This is an optimization exercise on Yosys and OpenROAD, whose aim is small area, not a production implementation. In this exercise RTL edits were held to simulation tests only and were not proved equivalent to the original. Power is estimated from default activity; no workload was simulated.

==> flow/run.sh <==
#!/bin/bash
set -uo pipefail
bash standard.sh \
  "CTS_ARGS=-sink_clustering_enable -repair_clock_nets -buf_list sky130_fd_sc_hd__clkbuf_4 -sink_clustering_size 20 -sink_clustering_max_diameter 60 -dont_use_dummy_load" \
  "BUFFER_PORTS_ARGS=-buffer_cell sky130_fd_sc_hd__buf_1" \
  finish > standard.log 2>&1
==> standard.sh <==
#!/bin/bash
# synth_recipe.tcl (not shown) runs the flow's synth.tcl, then flattens the netlist and writes it again
# the make line also repeats each setting of config.mk as NAME=value (left out here)
make -C /OpenROAD-flow-scripts/flow DESIGN_CONFIG=/design/flow/config.mk WORK_HOME=/design/flow/orfs CLKGATE_MAP_FILE= SYNTH_SCRIPT=/design/flow/synth_recipe.tcl "${@:-finish}"
==> config.mk <==
export PLATFORM = sky130hd
export DESIGN_NAME = freq_meter
export DESIGN_NICKNAME = freq_meter
export VERILOG_FILES = /design/flow/design.v
export SDC_FILE = /design/flow/constraint.sdc
export NUM_CORES = 4
export LEC_CHECK = 0
export ABC_AREA = 0
export ABC_CLOCK_PERIOD_IN_PS = 150000
export CAP_MARGIN = 20
export CORE_MARGIN = 2
export CORE_UTILIZATION = 40
export CTS_BUF_LIST = sky130_fd_sc_hd__clkbuf_4
export CTS_CLUSTER_DIAMETER = 60
export CTS_CLUSTER_SIZE = 20
export SLEW_MARGIN = 20
==> constraint.sdc <==
create_clock -name core_clock -period 150.0 [get_ports {clk}]
set_input_delay 30.0000 -clock core_clock [delete_from_list [all_inputs] [get_ports {clk}]]
set_output_delay 30.0000 -clock core_clock [all_outputs]
set_load 0.01 [all_outputs]
==> design.v <==
module cymometer(
    input               clk,
    input               rst_n,
    input               sig_fx,
    input               gate_pre,
    input               sweep,
    input       [5:0]   step,
    output reg  [5:0]   kilo,
    output reg  [11:0]  low_bcd,
    output reg          valid       
);
localparam [18:0] FX_SCALE = 19'd390625;    
reg         fx_d;
reg         gate_fx_r;
reg         gate;
reg         seen;           
wire        fx_en = sig_fx & ~fx_d;
always @(posedge clk or negedge rst_n) begin
    if (!rst_n) begin
        fx_d      <= 1'b0;
        gate_fx_r <= 1'b0;
        gate      <= 1'b0;
        seen      <= 1'b0;
    end else begin
        fx_d <= sig_fx;
        if (fx_en) begin
            gate_fx_r <= gate_pre;
            gate      <= gate_fx_r;
        end
        if (gate)
            seen <= 1'b1;
    end
end
wire        clr     = sweep & step[5] & step[4];
reg  [11:0] fs;
reg  [11:0] fs_inc;
reg         c_fs;
integer     i_fs;
always @(*) begin
    c_fs = gate;
    for (i_fs = 0; i_fs < 12; i_fs = i_fs + 1) begin
        fs_inc[i_fs] = fs[i_fs] ^ c_fs;
        c_fs = c_fs & fs[i_fs];
    end
end
always @(posedge clk)
    fs <= clr ? 12'd0 : fs_inc;
reg  [14:0] rem;
reg  [18:0] num_lo;
wire        num_en = fx_en & gate;
reg  [18:0] num_add;
reg         c_lo;
integer     i_lo;
always @(*) begin
    c_lo = 1'b0;
    for (i_lo = 0; i_lo < 19; i_lo = i_lo + 1) begin
        num_add[i_lo] = num_lo[i_lo] ^ (num_en & FX_SCALE[i_lo]) ^ c_lo;
        c_lo = (num_lo[i_lo] & (num_en & FX_SCALE[i_lo])) | (c_lo & (num_lo[i_lo] ^ (num_en & FX_SCALE[i_lo])));
    end
end
wire        neg     = rem[14];
wire [15:0] fs_full = {4'b0010, fs};
wire [15:0] add_a   = sweep ? {rem, num_lo[18]} : {1'b0, rem};
wire [15:0] add_b   = sweep ? (neg ? fs_full : ~fs_full) : 16'd0;
wire        add_c   = sweep ? ~neg : c_lo;
reg  [15:0] add_s;
reg         c_s;
integer     i_s;
always @(*) begin
    c_s = add_c;
    for (i_s = 0; i_s < 16; i_s = i_s + 1) begin
        add_s[i_s] = add_a[i_s] ^ add_b[i_s] ^ c_s;
        c_s = (add_a[i_s] & add_b[i_s]) | (c_s & (add_a[i_s] ^ add_b[i_s]));
    end
end
wire        q_bit = ~add_s[15];          
always @(posedge clk) begin
    rem    <= clr ? 15'd0 : add_s[14:0];
    num_lo <= sweep ? {num_lo[17:0], 1'b0} : num_add;
end
localparam [7:0] K125 = 8'd125;
reg  [6:0]  rem_k;
wire [7:0]  rem_k2 = {(step == 6'd2) ? 7'd0 : rem_k, q_bit};
reg  [6:0]  rem_k_sub;
reg         bk;
integer     i;
always @(*) begin
    bk = 1'b0;
    for (i = 0; i < 7; i = i + 1) begin
        rem_k_sub[i] = rem_k2[i] ^ K125[i] ^ bk;
        bk = (~rem_k2[i] & K125[i]) | (bk & ~(rem_k2[i] ^ K125[i]));
    end
end
wire        k_bit = rem_k2[7] | ~bk;     
always @(posedge clk)
    rem_k <= k_bit ? rem_k_sub : rem_k2[6:0];
function [3:0] dd_adj(input [3:0] d);      
    case (d)
    4'd5: dd_adj = 4'd8;
    4'd6: dd_adj = 4'd9;
    4'd7: dd_adj = 4'd10;
    4'd8: dd_adj = 4'd11;
    4'd9: dd_adj = 4'd12;
    4'd10, 4'd12, 4'd14: dd_adj = 4'd11;     
    4'd11, 4'd13, 4'd15: dd_adj = 4'd12;
    default: dd_adj = d;
    endcase
endfunction
wire        dd_clr = (step == 6'd10);
wire        dd_en  = sweep & seen & (step >= 6'd8) & (step <= 6'd24);
wire [3:0]  a0 = dd_adj(dd_clr ? 4'd0 : low_bcd[3:0]);
wire [3:0]  a1 = dd_adj(dd_clr ? 4'd0 : low_bcd[7:4]);
wire [3:0]  a2 = dd_adj(dd_clr ? 4'd0 : low_bcd[11:8]);
wire [5:0]  ak = dd_clr ? 6'd0 : kilo;
always @(posedge clk) begin
    if (dd_en) begin
        kilo    <= {ak[4:0], a2[3]};
        low_bcd <= {a2[2:0], a1[3], a1[2:0], a0[3], a0[2:0], k_bit};
    end
end
always @(posedge clk or negedge rst_n) begin
    if (!rst_n)
        valid <= 1'b0;
    else if (dd_en)
        valid <= 1'b1;
end
endmodule
module data_deal(
    input               clk,
    input               rst_n,
    output reg          half,
    output reg [3:0]    byte_i,
    output reg [3:0]    bit_i,
    output reg [5:0]    tick,
    output              sweep,
    output reg [15:0]   frame_bcd
);
wire last_byte = ~byte_i[3] & byte_i[2] & byte_i[0];    
wire wrap      = last_byte & (tick == 6'd15);            
wire tick_end  = (tick == 6'd51);
wire byte_end  = tick_end & (bit_i == 4'd14);
function [3:0] byte_next(input [3:0] b);
    case (b)
    4'd0:  byte_next = 4'd8;      
    4'd1:  byte_next = 4'd8;
    4'd2:  byte_next = 4'd12;
    4'd3:  byte_next = 4'd4;
    4'd4:  byte_next = 4'd5;
    4'd8:  byte_next = 4'd9;
    4'd9:  byte_next = 4'd10;
    4'd10: byte_next = 4'd11;
    4'd11: byte_next = 4'd2;
    4'd12: byte_next = 4'd13;
    4'd13: byte_next = 4'd14;
    4'd14: byte_next = 4'd15;
    4'd15: byte_next = 4'd3;
    default: byte_next = 4'd5;    
    endcase
endfunction
reg [5:0] tick_inc;
reg [3:0] bit_inc;
reg       c;
integer   i;
always @(*) begin
    c = 1'b1;
    for (i = 0; i < 6; i = i + 1) begin tick_inc[i] = tick[i] ^ c; c = c & tick[i]; end
    c = tick_end;
    for (i = 0; i < 4; i = i + 1) begin bit_inc[i] = bit_i[i] ^ c; c = c & bit_i[i]; end
end
always @(posedge clk or negedge rst_n) begin
    if (!rst_n) begin
        half   <= 1'b0;
        byte_i <= 4'd5;
        bit_i  <= 4'd15;
        tick   <= 6'd13;
    end else begin
        if (last_byte & (tick == 6'd10))
            half <= ~half;
        if (wrap | tick_end)
            tick <= 6'd0;
        else
            tick <= tick_inc;
        bit_i <= bit_inc;
        if (wrap)
            byte_i <= 4'd1;
        else if (byte_end)
            byte_i <= byte_next(byte_i);
    end
end
assign sweep = ~half & (byte_i == 4'd9) & (bit_i == 4'd6);
function [3:0] bcd_step(input en, input [3:0] d);    
    bcd_step = {d[3] ^ (en & d[0] & (d[3] | (d[2] & d[1]))),
                d[2] ^ (en & d[0] & d[1]),
                d[1] ^ (en & d[0] & ~d[3]),
                d[0] ^ en};
endfunction
wire [3:0] nine;
assign nine[0] = frame_bcd[3]  & frame_bcd[0];
assign nine[1] = frame_bcd[7]  & frame_bcd[4];
assign nine[2] = frame_bcd[11] & frame_bcd[8];
assign nine[3] = frame_bcd[15] & frame_bcd[12];
wire       inc0 = wrap & ~half;
always @(posedge clk or negedge rst_n) begin
    if (!rst_n)
        frame_bcd <= 16'd0;
    else begin
        frame_bcd[3:0]   <= bcd_step(inc0, frame_bcd[3:0]);
        frame_bcd[7:4]   <= bcd_step(inc0 & nine[0], frame_bcd[7:4]);
        frame_bcd[11:8]  <= bcd_step(inc0 & nine[0] & nine[1], frame_bcd[11:8]);
        frame_bcd[15:12] <= bcd_step(inc0 & nine[0] & nine[1] & nine[2], frame_bcd[15:12]);
    end
end
endmodule
module SegLed(
    input               clk,
    input               rst_n,
    input       [5:0]   kilo,
    input       [11:0]  low_bcd,
    input               valid,
    output reg  [7:0]   sm_seg,
    output      [3:0]   sm_bit
);
localparam [11:0] CNT_FIRST = 12'h38d;    
localparam [11:0] CNT_LAST  = 12'h1d6;    
localparam [11:0] CNT_RESET = 12'h1c6;    
reg  [11:0] cnt_w;
reg  [1:0]  digit_i;       
wire        adv   = ((cnt_w | 12'h010) == (CNT_LAST | 12'h010));
wire        blank = adv & ~cnt_w[4];
always @(posedge clk or negedge rst_n) begin
    if (!rst_n) begin
        cnt_w   <= CNT_RESET;
        digit_i <= 2'd3;
    end else begin
        cnt_w   <= {cnt_w[10:5], cnt_w[4] & ~adv, cnt_w[3:0], (cnt_w[11] ^ cnt_w[0]) | adv};
        digit_i <= {digit_i[1] ^ (digit_i[0] & adv), digit_i[0] ^ adv};
    end
end
assign sm_bit[0] = blank | (digit_i != 2'd0);
assign sm_bit[1] = blank | (digit_i != 2'd1);
assign sm_bit[2] = blank | (digit_i != 2'd2);
assign sm_bit[3] = blank | (digit_i != 2'd3);
reg  [3:0] thousands;      
always @(*) begin
    case (kilo)
    6'd0: thousands = 4'd0;
    6'd1: thousands = 4'd1;
    6'd2: thousands = 4'd2;
    6'd3: thousands = 4'd3;
    6'd4: thousands = 4'd4;
    6'd5: thousands = 4'd5;
    6'd6: thousands = 4'd6;
    6'd7: thousands = 4'd7;
    6'd8: thousands = 4'd8;
    6'd9: thousands = 4'd9;
    6'd10: thousands = 4'd0;
    6'd11: thousands = 4'd1;
    6'd12: thousands = 4'd2;
    6'd13: thousands = 4'd3;
    6'd14: thousands = 4'd4;
    6'd15: thousands = 4'd5;
    6'd16: thousands = 4'd6;
    6'd17: thousands = 4'd7;
    6'd18: thousands = 4'd8;
    6'd19: thousands = 4'd9;
    6'd20: thousands = 4'd0;
    6'd21: thousands = 4'd1;
    6'd22: thousands = 4'd2;
    6'd23: thousands = 4'd3;
    6'd24: thousands = 4'd4;
    6'd25: thousands = 4'd5;
    6'd26: thousands = 4'd6;
    6'd27: thousands = 4'd7;
    6'd28: thousands = 4'd8;
    6'd29: thousands = 4'd9;
    6'd30: thousands = 4'd0;
    6'd31: thousands = 4'd1;
    6'd32: thousands = 4'd2;
    6'd33: thousands = 4'd1;
    6'd34: thousands = 4'd2;
    6'd35: thousands = 4'd3;
    6'd36: thousands = 4'd4;
    6'd37: thousands = 4'd5;
    6'd38: thousands = 4'd6;
    6'd39: thousands = 4'd7;
    6'd40: thousands = 4'd8;
    6'd41: thousands = 4'd9;
    6'd42: thousands = 4'd0;
    6'd43: thousands = 4'd1;
    6'd44: thousands = 4'd2;
    6'd45: thousands = 4'd3;
    6'd46: thousands = 4'd4;
    6'd47: thousands = 4'd5;
    6'd48: thousands = 4'd6;
    6'd49: thousands = 4'd7;
    6'd50: thousands = 4'd8;
    6'd51: thousands = 4'd9;
    6'd52: thousands = 4'd0;
    6'd53: thousands = 4'd1;
    6'd54: thousands = 4'd2;
    6'd55: thousands = 4'd3;
    6'd56: thousands = 4'd4;
    6'd57: thousands = 4'd5;
    6'd58: thousands = 4'd6;
    6'd59: thousands = 4'd7;
    6'd60: thousands = 4'd8;
    6'd61: thousands = 4'd9;
    6'd62: thousands = 4'd0;
    6'd63: thousands = 4'd1;
    endcase
end
reg  [3:0] digit;
always @(*) begin
    case (digit_i)
    2'd0:    digit = low_bcd[3:0];
    2'd1:    digit = low_bcd[7:4];
    2'd2:    digit = low_bcd[11:8];
    default: digit = thousands;
    endcase
    if (!valid)
        digit = 4'd0;
end
always @(*) begin
    case (digit)
    4'd0: sm_seg = 8'hc0;
    4'd1: sm_seg = 8'hf9;
    4'd2: sm_seg = 8'ha4;
    4'd3: sm_seg = 8'hb0;
    4'd4: sm_seg = 8'h99;
    4'd5: sm_seg = 8'h92;
    4'd6: sm_seg = 8'h82;
    4'd7: sm_seg = 8'hf8;
    4'd8: sm_seg = 8'h80;
    4'd9: sm_seg = 8'h90;
    4'd10, 4'd12, 4'd14: sm_seg = 8'h80;    
    default: sm_seg = 8'h90;
    endcase
end
endmodule
module uart_transfer(
    input               half,
    input       [3:0]   byte_i,
    input       [3:0]   bit_i,
    input       [5:0]   kilo,
    input       [11:0]  low_bcd,
    input               valid,
    input       [15:0]  frame_bcd,
    output              txd
);
reg  [3:0]  digit;
always @(*) begin
    case ({byte_i[2], byte_i[1:0]})
    3'd0: digit = kilo[3:0];
    3'd1: digit = low_bcd[11:8];
    3'd2: digit = low_bcd[7:4];
    3'd3: digit = low_bcd[3:0];
    3'd4: digit = frame_bcd[15:12];
    3'd5: digit = frame_bcd[11:8];
    3'd6: digit = frame_bcd[7:4];
    default: digit = frame_bcd[3:0];
    endcase
end
wire        letter = ~byte_i[3];                          
wire        kilo_b = byte_i[3] & ~byte_i[2] & ~byte_i[1] & ~byte_i[0];
reg         low_bit, high_bit;
always @(*) begin
    if (letter)
        low_bit = (bit_i[1:0] == 2'd0) ? byte_i[0] : (bit_i[1:0] == 2'd1) ? byte_i[1] : 1'b0;
    else
        low_bit = digit[bit_i[1:0]] & (valid | byte_i[2]);
    case (bit_i[1:0])
    2'd0:    high_bit = letter ? 1'b0 : kilo_b ? ~(valid & kilo[4]) : 1'b1;
    2'd1:    high_bit = letter ? 1'b0 : kilo_b ? ~(valid & (kilo[5] | kilo[4])) : 1'b1;
    2'd2:    high_bit = letter ? 1'b1 : kilo_b & valid & (kilo[5] | kilo[4]);
    default: high_bit = 1'b0;
    endcase
end
wire sending = half & (byte_i[3] | ~byte_i[2]);
wire start   = &bit_i;
assign txd = ~sending | (~start & (bit_i[3] | (bit_i[2] ? high_bit : low_bit)));
endmodule
module freq_meter(
    input               clk,
    input               rst_n,
    input               sig_fx,
    output  wire [7:0]  sm_seg,
    output  wire [3:0]  sm_bit,
    output              uart_txd
);
wire        half;           
wire [3:0]  byte_i;         
wire [3:0]  bit_i;          
wire [5:0]  tick;           
wire [15:0] frame_bcd;      
wire        sweep;          
wire [5:0]  kilo;           
wire [11:0] low_bcd;        
wire        valid;          
data_deal u_data_deal(
    .clk        (clk),
    .rst_n      (rst_n),
    .half       (half),
    .byte_i     (byte_i),
    .bit_i      (bit_i),
    .tick       (tick),
    .sweep      (sweep),
    .frame_bcd  (frame_bcd)
);
cymometer u_cymometer(
    .clk        (clk),
    .rst_n      (rst_n),
    .sig_fx     (sig_fx),
    .gate_pre   (half),
    .sweep      (sweep),
    .step       (tick),
    .kilo       (kilo),
    .low_bcd    (low_bcd),
    .valid      (valid)
);
SegLed u_SegLed(
    .clk        (clk),
    .rst_n      (rst_n),
    .kilo       (kilo),
    .low_bcd    (low_bcd),
    .valid      (valid),
    .sm_seg     (sm_seg),
    .sm_bit     (sm_bit)
);
uart_transfer u_uart_transfer(
    .half       (half),
    .byte_i     (byte_i),
    .bit_i      (bit_i),
    .kilo       (kilo),
    .low_bcd    (low_bcd),
    .valid      (valid),
    .frame_bcd  (frame_bcd),
    .txd        (uart_txd)
);
endmodule
==> summary.txt, run 1 <==
Layout
  – Area of the multi-input gates: 0.00346 mm²
  – Area Overhead vs Synth: 5.02%
  – Layout cell share with drive strength beyond 1: 11.0%
  – Design area: 0.00694 mm²
  – Fillers: 1,618
  – Sequential Area: approximately 0.0029 mm²
  – Nets: 714

Floorplan
  – DIE AREA: about 0.018 mm²
  – Initial Util: 40.4%
  – Core region area: 0.0163 mm²
  – # rows: 47
  – Die height: 133 µm
  – DIE WIDTH: 133 µm
  – Top-Level Pins: 16

Worst hold path
  – HP Class: flip-flop to flip-flop

Power
  – Leakage: 2.90 nW
  – Max rail drop VDD: 0.00349 mV
  – P per Cell Area: roughly 7 mW/mm²
  – Total power: 0.0485 mW

Logic synthesis
  – Top cells by area, synth: dfxtp_1 16%, dfrtp_1 13%, ha_1 8.7%
  – Area leader, netlist: dfxtp_1
  – Async SR Flop Fraction: 41.3%
  – Most used DFF post-synth: dfxtp_1
  – Yosys reg bits: roughly 120
  – Mapped Area: 0.00661 mm²
  – Seq/Total Area, Yosys: between 40% and 50%
  – Syn avg cell area: just over 10 µm²
  – Syn nets: 711
  – Top-count cell post-synth: nand2_1
  – Mapped Cells: 636
  – Yosys top cell area share: 16.0%
  – Most frequent cells after synthesis: 83 x nand2_1, 53 x dfxtp_1, 50 x nor2_1
  – EDFF count, synth: 18
  – Ys Warns: 4
  – Unique cell type count in the Yosys netlist: 68

Worst setup path
  – Required @ worst endpoint: 150.38 ns
  – Crit Path Max Fanout: 9
  – CP max-delay cell: inv_1
  – CP arrival: approximately 43 ns
  – Slowest stage delay, CP: around 0.47 ns
  – CP Capture Type: flip-flop
  – Cell mode on critical path: fa_1
  – Crit path kind: input port to flip-flop
  – CP Launch Type: input port

Clock network
  – CTS tree: built
  – Setup Fix Bufs, Post-CTS: 0
  – CTS H-tree lvls: 4
  – # clock sinks: ~120
  – Clock buffer count from CTS: 17
  – Clock transition at path regs: 0.09 ns
  – Max Buffers Root-to-Sink: 2
  – Worst-Skew Late Latency: between 0.5 and 0.6 ns
  – CTS Root Cell: clkbuf_4
  – Hold_buf cts: 0
  – CTS resizes: 0

Timing
  – Final setup viols: 0
  – Slew Limit Fails: 0
  – Fmax: approximately 23 MHz
  – Worst slew pin tran: around 0.98 ns
  – Skew final: 0.0318 ns
  – Final worst-path cycle share: 28.6%
  – Final Hold Fails: 0
  – Final Critical Period: about 43 ns
  – Setup_tns: 0 ns
  – Worst slew margin: between 30% and 40%
  – Unrepaired setup endpoints after global routing: no
  – Worst hold slack: 0.353 ns

Run status
  – Status: no timing/DRC/antenna violations

Detailed routing
  – Post-route ant nets: 0
  – WL final: 11,900 µm
  – Violation count after the first detailed-route iteration: 196
  – # DRC: 0
  – First-pass iteration count of the detailed router: 4
  – Vias post-DR: about 4,300
  – Post-DR vias/cell: 5.01
  – Wire per inst: 13.8 µm

Global routing
  – Number of global-route vias before repair: about 4,500
  – Largest net degree at the start of global routing: between 50 and 60
  – GRT Total Usage: between 10% and 20%
  – First-pass GRT wire length: roughly 21,000 µm
  – Initial antenna violation count: 1
  – GRT overflow: 0

Placement
  – DP Wirelength: 8610 µm
  – PortBufs: 14
  – Cell Area, Placed: 0.00681 mm²
  – GP Congestion: 0.780

Flow run
  – MaxCap Viol Count: 0
==> final cells by class <==
type | count | share of cell area (%)
antenna | 1 | 0.0360
clock buffer | 17 | 1.84
inverter | 30 | 1.62
tap | 220 | 3.96
multi-input combinational | 450 | 49.8
sequential | 121 | 41.4
timing repair buffer | 19 | 1.32
==> critical path: cells and delay by family <==
family,cells,cell delay [ns]
and+or+nand+nor,2,0.49
xor gates and xnor gates,1,0.17
adders and majority gates,40,10.81
buffers and inverters,10,1.03
muxes,1,0.34
AOI/OAI and AO/OA,2,0.37
==> power by group <==
| group | switching (mW) | internal [mW] | leakage [nW] |
|---|---|---|---|
| clock network | 0.00999 | 0.00517 | 0.0782 |
| logic | 0.000290 | 0.0000461 | 1.60 |
| registers | 0.00000371 | 0.0330 | 1.23 |
==> logic make-up after synthesis <==
family	synth area share, %
flip-flops	43.5
other	0.0567
XOR/XNOR	3.71
multiplexers	6.49
buffers and inverters	4.37
adder cells (fa/ha/maj)	16.6
AND/OR/NAND/NOR	16.8
AO/OA/AOI/OAI	8.52
==> state kept, by name, indices dropped and copies added (netlist names) <==
name	flops
u_SegLed.cnt_w	12
u_cymometer.kilo	6
u_cymometer.low_bcd	12
u_cymometer.seen	1
u_data_deal.tick	6
u_cymometer.gate_fx_r	1
u_data_deal.byte_i	4
u_cymometer.num_lo	19
u_cymometer.rem_k	7
u_SegLed.digit_i	2
u_cymometer.rem	15
u_cymometer.valid	1
u_data_deal.frame_bcd	16
u_data_deal.half	1
u_cymometer.gate	1
u_data_deal.bit_i	4
u_cymometer.fx_d	1
u_cymometer.fs	12
==> metal layers <==
metal | wire (µm) | track usage [%] | part of all wire (%)
met1 | 5710 | 18.8 | 48
met2 | 5610 | 24.0 | 47
met4 | 142 | 4.84 | 1.2
met3 | 394 | 4.14 | 3.3
met5 | 0 | 0 | 0
==> worst paths after layout <==
path | startpoint | endpoint | slack, ns | cells past startpoint
setup reg to reg | u_cymometer.fx_d$_DFF_PN0_ | u_cymometer.rem_k[5]$_DFF_P_ | 136.40 | 55
hold / removal | u_SegLed.cnt_w[7]$_DFF_PN1_ | u_SegLed.cnt_w[8]$_DFF_PN1_ | 0.35 | 0
min in group asynchronous | rst_n | u_data_deal.frame_bcd[14]$_DFF_PN0_ | 29.59 | 2
setup / recovery | sig_fx | u_cymometer.rem_k[5]$_DFF_P_ | 107.16 | 56
hold reg to reg | u_SegLed.cnt_w[7]$_DFF_PN1_ | u_SegLed.cnt_w[8]$_DFF_PN1_ | 0.35 | 0
max in group asynchronous | rst_n | u_data_deal.byte_i[3]$_DFFE_PN0P_ | 119.97 | 2
==> metrics by stage <==
| stage | utilization (%) | setup WS (ns) | cells |
|---|---|---|---|
| after floorplan | - | 107.58 | 636 |
| after global placement | 41.7 | 106.99 | 840 |
| after detailed placement | 41.7 | 106.54 | 840 |
| after CTS | 42.5 | 107.04 | 857 |
| after global routing | 42.5 | 106.38 | 858 |
| final | 42.5 | 107.16 | 858 |
==> placed cells by master (no fill, tap or decap), drive strengths merged, types with 19 or more instances in the layout <==
cell type,instances
xnor2,26
nor2,52
ha,46
inv,30
nand2,83
mux2i,23
a21oi,30
fa,26
dfxtp,53
nor2b,19
dfrtp,34
o21ai,22
==> run 2: changes to the inputs <==
--- a/design.v
+++ b/design.v
@@ -61,8 +61,9 @@
 wire        neg     = rem[14];
 wire [15:0] fs_full = {4'b0010, fs};
 wire [15:0] add_a   = sweep ? {rem, num_lo[18]} : {1'b0, rem};
-wire [15:0] add_b   = sweep ? (neg ? fs_full : ~fs_full) : 16'd0;
-wire        add_c   = sweep ? ~neg : c_lo;
+wire        div     = sweep & ~step[5];
+wire [15:0] add_b   = div ? (neg ? fs_full : ~fs_full) : 16'd0;
+wire        add_c   = sweep ? (div & ~neg) : c_lo;
 reg  [15:0] add_s;
 reg         c_s;
 integer     i_s;
@@ -75,7 +76,7 @@
 end
 wire        q_bit = ~add_s[15];          
 always @(posedge clk) begin
-    rem    <= clr ? 15'd0 : add_s[14:0];
+    rem    <= add_s[14:0];
     num_lo <= sweep ? {num_lo[17:0], 1'b0} : num_add;
 end
 localparam [7:0] K125 = 8'd125;
==> run 2 against run 1 <==
  * Total power shrank 0.54%
  * Wire length fell by 4.6%
  * Worst hold slack lost 0.0044 ns
  * Via count fell by 0.79%
  * Sequential share of layout area up 0.52 points
  * Cell count fell by 1.3%
  * Critical path type unchanged
==> summary.txt, run 2 <==
Floorplan
  – DIE WIDTH: 132 µm
  – Top-Level Pins: 16
  – Die height: 132 µm
  – # rows: 46
  – DIE AREA: approximately 0.017 mm²
  – Initial Util: about two fifths
  – Core region area: 0.0159 mm²

Clock network
  – # clock sinks: 121
  – Clock transition at path regs: approximately 0.10 ns
  – CTS tree: built
  – Max Buffers Root-to-Sink: 2
  – CTS Root Cell: clkbuf_4
  – Hold_buf cts: 0
  – CTS resizes: 0
  – Setup Fix Bufs, Post-CTS: 0
  – Worst-Skew Late Latency: 0.52 ns
  – Clock buffer count from CTS: 17
  – CTS H-tree lvls: 4

Layout
  – Nets: 707
  – Fin util: 43.2%
  – Largest reg by FF count: u_cymometer.num_lo
  – Largest registers: u_cymometer.num_lo (19), u_data_deal.frame_bcd (16), u_cymometer.rem (15)
  – Area Overhead vs Synth: 5.28%
  – Design area: 0.00686 mm²
  – Max reg flops: 19
  – Fillers: 1,544
  – Layout cell share with drive strength beyond 1: 9.68%
  – Most frequent cells in the layout: 75 x nand2_1, 53 x dfxtp_1, 46 x ha_1, 43 x inv_1, 42 x nor2_1
  – Most common cell after layout, fill and taps aside: nand2_1

Global routing
  – Largest net degree at the start of global routing: 51
  – Number of global-route vias before repair: 4,329
  – Initial antenna violation count: 1
  – First-pass GRT wire length: roughly 20,000 µm
  – GRT Total Usage: between 10% and 20%
  – GRT overflow: 0

Detailed routing
  – First-pass iteration count of the detailed router: 4
  – WL final: 11,300 µm
  – Vias post-DR: between 4,000 and 5,000
  – Wire per inst: 13.4 µm
  – Post-route ant nets: 0
  – Violation count after the first detailed-route iteration: 223
  – Post-DR vias/cell: 5.04
  – # DRC: 0

Logic synthesis
  – Mapped Area: 0.00651 mm²
  – Mapped Cells: 628
  – Yosys top cell area share: 16.3%
  – Syn nets: approximately 700
  – Syn avg cell area: about 10 µm²
  – Yosys reg bits: 121
  – Area leader, netlist: dfxtp_1
  – Unique cell type count in the Yosys netlist: 56
  – Top cells by area, synth: dfxtp_1 16%, dfrtp_1 13%, ha_1 8.8%
  – Top-count cell post-synth: nand2_1
  – Seq/Total Area, Yosys: 44.1%
  – Async SR Flop Fraction: 41.3%
  – Most used DFF post-synth: dfxtp_1
  – Most frequent cells after synthesis: 75 x nand2_1, 53 x dfxtp_1, 46 x ha_1
  – EDFF count, synth: 18
  – Ys Warns: 4

Power
  – Max rail drop VDD: around 0.0043 mV
  – Leakage: 2.92 nW
  – P per Cell Area: 7.04 mW/mm²

Timing
  – Final Critical Period: 42.55 ns
  – Worst slew margin: a little over two fifths
  – Worst slew pin tran: between 0.8 and 0.9 ns
  – Setup_tns: 0 ns
  – Worst setup slack after layout: roughly 110 ns
  – Final Hold Fails: 0
  – Final worst-path cycle share: 28.4%
  – Skew final: 0.0380 ns
  – Final setup viols: 0
  – Worst hold slack: 0.349 ns
  – Slew Limit Fails: 0
  – Fmax: 23.5 MHz
  – Unrepaired setup endpoints after global routing: no

Worst setup path
  – Crit Path Max Fanout: 9
  – RR Endpoint: u_cymometer.rem_k[2]$_DFF_P_
  – R2R setup slack: 136.67 ns
  – Slowest stage delay, CP: approximately 0.45 ns
  – CP arrival: 42.93 ns
  – Worst setup path endpoint: u_cymometer.rem_k[2]$_DFF_P_
  – Reg2Reg Depth: 55
  – Cell mode on critical path: fa_1
  – Worst r2r src: u_cymometer.fx_d$_DFF_PN0_
  – Crit. Startpoint: sig_fx
  – CP Capture Type: flip-flop
  – CP Launch Type: input port
  – Crit path kind: input port to flip-flop
  – Required @ worst endpoint: 150.38 ns
  – CP max-delay cell: inv_1

Placement
  – DP Wirelength: 8120 µm
  – PortBufs: 14
  – GP Congestion: 0.752
  – Cell Area, Placed: ~0.0067 mm²
  – Dpl ws: around 110 ns

Worst hold path
  – HP Class: flip-flop to flip-flop

Flow run
  – MaxCap Viol Count: 0

Run status
  – Status: no timing/DRC/antenna violations
## run 2: changes by cell type after synthesis, sizes merged, moves of 7 or more
cell   previous run  this run
and2             11        21
and3              3        10
inv              30        43
nand2            83        75
nor2             52        42
nor2b            19         6
nor3b             7         0
## run 2: critical path: cells and delay by family
kind	cells	cell delay, ns
fa+ha+maj	40	10.63
xor+xnor	1	0.21
mux	1	0.30
simple gates	2	0.45
buf+inv	10	0.99
compound gates	2	0.34
## run 2: routing by layer
| metal | vias to the layer above | track usage, % | wire length, µm |
|---|---|---|---|
| met5 | - | 0 | 0 |
| met2 | 69 | 22.4 | 5180 |
| met4 | 0 | 5.31 | 195 |
| li1 | 2128 | - | - |
| met1 | 2049 | 19.3 | 5470 |
| met3 | 21 | 3.94 | 469 |
## run 2: worst min-delay path by stage
stage	from	endpoint	slack (ns)	depth (start not counted)
3_5_place_dp	u_SegLed.cnt_w[7]$_DFF_PN1_	u_SegLed.cnt_w[8]$_DFF_PN1_	0.35	0
4_1_cts	u_SegLed.cnt_w[6]$_DFF_PN1_	u_SegLed.cnt_w[7]$_DFF_PN1_	0.35	0
3_3_place_gp	u_SegLed.cnt_w[1]$_DFF_PN1_	u_SegLed.cnt_w[2]$_DFF_PN1_	0.35	0
6_report	u_SegLed.cnt_w[6]$_DFF_PN1_	u_SegLed.cnt_w[7]$_DFF_PN1_	0.35	0
2_1_floorplan	u_SegLed.cnt_w[1]$_DFF_PN1_	u_SegLed.cnt_w[2]$_DFF_PN1_	0.35	0
5_1_grt	u_SegLed.cnt_w[6]$_DFF_PN1_	u_SegLed.cnt_w[7]$_DFF_PN1_	0.35	0
## run 2: cell families (layout without fill, tap and decap cells)
| logic type | Yosys count | after routing | synth area share [%] |
|---|---|---|---|
| flops | 121 | 121 | 44.1 |
| xor+xnor | 28 | 28 | 3.77 |
| compound gates | 88 | 88 | 8.70 |
| fa+ha+maj | 72 | 72 | 16.8 |
| mux | 40 | 40 | 6.80 |
| simple gates | 202 | 202 | 15.1 |
| other cells | 1 | 2 | 0.0576 |
| buf+inv | 76 | 78 | 4.63 |
## run 2: through the flow
step | cells | power [mW]
after CTS | 846 | 0.0492
after global placement | 829 | 0.0341
after floorplan | 628 | 0.0338
final | 847 | 0.0482
after detailed placement | 829 | 0.0341
after global routing | 847 | 0.0506
## run 2: layout make-up
class	instances	area [µm²]	share of cell area, %
Antenna cell	1	2.50	0.0365
Inverter	43	161	2.35
Multi-Input combinational cell	431	3340	48.7
Timing Repair Buffer	18	83.8	1.22
Tap cell	216	270	3.94
Sequential cell	121	2870	41.9
Clock buffer	17	128	1.86
## run 2: power breakdown
group          total (mW)  internal, mW  switching [mW]
Clock              0.0149       0.00517         0.00973
Combinational    0.000336     0.0000461        0.000288
Sequential         0.0330        0.0330      0.00000374
==> run 3: changes to the inputs <==
--- a/design.v
+++ b/design.v
@@ -81,7 +81,8 @@
 end
 localparam [7:0] K125 = 8'd125;
 reg  [6:0]  rem_k;
-wire [7:0]  rem_k2 = {(step == 6'd2) ? 7'd0 : rem_k, q_bit};
+wire        q_in   = q_bit & ~step[5] & (|step[4:1]);
+wire [7:0]  rem_k2 = {rem_k, q_in};
 reg  [6:0]  rem_k_sub;
 reg         bk;
 integer     i;
@@ -92,7 +93,7 @@
         bk = (~rem_k2[i] & K125[i]) | (bk & ~(rem_k2[i] ^ K125[i]));
     end
 end
-wire        k_bit = rem_k2[7] | ~bk;     
+wire        k_bit = (rem_k2[7] | ~bk) & ~step[5];    
 always @(posedge clk)
     rem_k <= k_bit ? rem_k_sub : rem_k2[6:0];
 function [3:0] dd_adj(input [3:0] d);      
==> run 3 against run 2 <==
  * Total power increased by 0.53%
  * Design area decreased by 0.24%
  * Critical path depth increased by 3
  * Synthesized area decreased by 0.21%
  * Register-to-register slack got worse by 0.51 ns
  * Wire length increased by 3.2%
  * Synthesized cell count increased by 1.4%
  * Critical path type unchanged
  * Critical endpoint is now u_cymometer.rem_k[0]$_DFF_P_
  * Largest power group unchanged
==> summary.txt, run 3 <==
Run status
  – Status: no timing/DRC/antenna violations

Logic synthesis
  – Top-count cell post-synth: nand2_1
  – Mapped Cells: 637
  – Async SR Flop Fraction: 41.3%
  – Unique cell type count in the Yosys netlist: 60
  – EDFF count, synth: 18
  – Syn nets: 712
  – Most used DFF post-synth: dfxtp_1
  – Ys Warns: 4
  – Mapped Area: ~0.0065 mm²
  – Seq/Total Area, Yosys: roughly 44%
  – Yosys top cell area share: 16.3%
  – Syn avg cell area: 10.2 µm²
  – Area leader, netlist: dfxtp_1
  – Most frequent cells after synthesis: 95 x nand2_1, 53 x dfxtp_1, 46 x ha_1, 46 x inv_1, 42 x nor2_1
  – Yosys reg bits: approximately 120
  – Top cells by area, synth: dfxtp_1 16%, dfrtp_1 13%, ha_1 8.9%

Layout
  – Largest reg by FF count: u_cymometer.num_lo
  – Sequential Area: between 0.002 and 0.003 mm²
  – Area Overhead vs Synth: 5.26%
  – Nets: 716
  – Largest registers: u_cymometer.num_lo (19), u_data_deal.frame_bcd (16), u_cymometer.rem (15)
  – Layout cell share with drive strength beyond 1: 8.45%
  – Max reg flops: 19
  – Fillers: 1,575
  – Area of the multi-input gates: 0.00332 mm²
  – Most frequent cells in the layout: 95 x nand2_1, 53 x dfxtp_1, 46 x inv_1, 46 x ha_1, 42 x nor2_1
  – Most common cell after layout, fill and taps aside: nand2_1

Global routing
  – Largest net degree at the start of global routing: 51
  – Number of global-route vias before repair: about 4,300
  – GRT overflow: 0
  – Initial antenna violation count: 1
  – First-pass GRT wire length: 20,700 µm
  – GRT Total Usage: 15.0%

Clock network
  – CTS H-tree lvls: 4
  – CTS tree: built
  – Worst-Skew Late Latency: 0.53 ns
  – Setup Fix Bufs, Post-CTS: 0
  – Clock buffer count from CTS: 17
  – CTS resizes: 0
  – Max Buffers Root-to-Sink: 2
  – Hold_buf cts: 0
  – # clock sinks: 121
  – Clock transition at path regs: between 0.1 and 0.15 ns
  – CTS Root Cell: clkbuf_4

Floorplan
  – Die height: 131 µm
  – Core region area: 0.0159 mm²
  – DIE AREA: 0.0173 mm²
  – Initial Util: between 40% and 50%
  – # rows: 46
  – DIE WIDTH: 131 µm
  – Top-Level Pins: 16

Timing
  – Final setup viols: 0
  – Fmax: 23.2 MHz
  – Final worst-path cycle share: between 20% and 30%
  – Final Critical Period: roughly 43 ns
  – Slew Limit Fails: 0
  – Final Hold Fails: 0
  – Worst slew pin tran: 0.978 ns
  – Worst hold slack: 0.373 ns
  – Unrepaired setup endpoints after global routing: no
  – Worst slew margin: 34.8%
  – Setup_tns: 0 ns
  – Skew final: roughly 0.035 ns

Flow run
  – MaxCap Viol Count: 0

Worst setup path
  – Crit path kind: input port to flip-flop
  – CP Launch Type: input port
  – Cell mode on critical path: fa_1
  – CP max-delay cell: inv_1
  – CP arrival: 43.48 ns
  – Crit path max-delay family: adder cells
  – CP Capture Type: flip-flop
  – Slowest stage delay, CP: about 0.46 ns
  – Required @ worst endpoint: 150.40 ns
  – Crit Path Max Fanout: 9
  – R2R setup slack: 136.16 ns
  – Buf+Inv Stages, Crit Path: 11

Detailed routing
  – # DRC: 0
  – Post-route ant nets: 0
  – Vias post-DR: 4,246
  – Wire per inst: 13.6 µm
  – Post-DR vias/cell: 4.96
  – Violation count after the first detailed-route iteration: 251
  – First-pass iteration count of the detailed router: 4
  – WL final: 11,700 µm

Power
  – Max rail drop VDD: about 0.0035 mV
  – P per Cell Area: 7.09 mW/mm²
  – Leakage: 2.95 nW

Placement
  – GP Congestion: 0.843
  – DP Wirelength: 8390 µm
  – PortBufs: 14

Worst hold path
  – HP Class: flip-flop to flip-flop
==> run 3: cell count changes after synthesis, moves of 4 or more <==
cell,before,now
buf_1,7,1
nand2_1,75,95
o21ai_1,0,6
and2_1,21,17
mux2_2,14,6
and3_1,10,5
o21ai_0,20,13
==> run 3: routing by layer <==
metal  vias up  wire, µm  GRT usage, %
met5         -         0             0
met4         0       192          6.10
met3        14       446          4.05
met2        57      5300          22.7
met1      2037      5750          20.3
li1       2138         -             -
==> run 3: cell families (layout without fill, tap and decap cells) <==
logic type	after synthesis	in the layout	share of synthesized area [%]
compound gates	82	82	7.80
xor+xnor	27	27	3.64
simple gates	220	220	16.3
buf+inv	78	80	4.83
mux	36	36	6.26
fa+ha+maj	72	72	16.9
other cells	1	2	0.0577
flops	121	121	44.2
==> run 3: layout make-up <==
| class | count | area share, % |
|---|---|---|
| multi-input combinational | 438 | 48.5 |
| sequential | 121 | 42.0 |
| tap | 216 | 3.95 |
| inverter | 46 | 2.52 |
| clock buffer | 17 | 1.87 |
| timing repair buffer | 17 | 1.12 |
| antenna | 1 | 0.0366 |
==> run 3: through the flow <==
stage	util [%]	power (mW)	area, µm²	worst slack [ns]	std cells
global route	43.1	0.0509	6840	106.00	856
finish	43.1	0.0485	6840	106.93	856
floorplan	-	0.0338	6500	107.19	637
global placement	42.2	0.0341	6700	106.79	838
detailed placement	42.2	0.0341	6710	106.30	838
CTS	43.0	0.0496	6840	106.86	855
==> run 3: path summary, 6_finish.rpt <==
check                                       startpoint                                  to  depth (start not counted)
setup / recovery                                sig_fx        u_cymometer.rem_k[0]$_DFF_P_                         59
hold / removal             u_SegLed.cnt_w[6]$_DFF_PN1_         u_SegLed.cnt_w[7]$_DFF_PN1_                          0
setup reg to reg            u_cymometer.fx_d$_DFF_PN0_        u_cymometer.rem_k[0]$_DFF_P_                         58
hold reg to reg            u_SegLed.cnt_w[6]$_DFF_PN1_         u_SegLed.cnt_w[7]$_DFF_PN1_                          0
max in group asynchronous                        rst_n       u_data_deal.tick[1]$_DFF_PN0_                          2
min in group asynchronous                        rst_n  u_data_deal.frame_bcd[7]$_DFF_PN0_                          2
==> run 3: power breakdown <==
group          switching, mW  internal [mW]
logic               0.000300      0.0000462
registers         0.00000390         0.0330
clock network        0.00998        0.00517
total                 0.0103         0.0382

## static timing again, ports no longer ideal
The flow's constraints put no driver on any port. The routed layouts listed below were extracted and timed again, unchanged, in two steps.
Step 1: set_driving_cell puts a clkbuf_16 on clk and a buf_2 on each other input, an assumption about the parent block.
Step 2 times the ports against the registers' clock, not the clock port: input delays grow and output delays shrink by t, the midpoint of the rising clock arrivals with the driver on.
a / b / c = ideal ports / drivers / drivers and shift; a / b = the first two.
| run | t, ns | setup WS [ns] | cell pins on the clock port's net |
|---|---|---|---|
| run 1 | 0.542 | 107.160 / 107.175 / 106.633 | 1 |
| run 2 | 0.533 | 107.447 / 107.456 / 106.923 | 1 |
| run 3 | 0.545 | 106.925 / 106.937 / 106.392 | 1 |
After both steps every run listed still meets setup and hold. The setup slack of run 3, which loses most, moves by +0.012 ns with the drivers and by -0.533 ns with both steps.
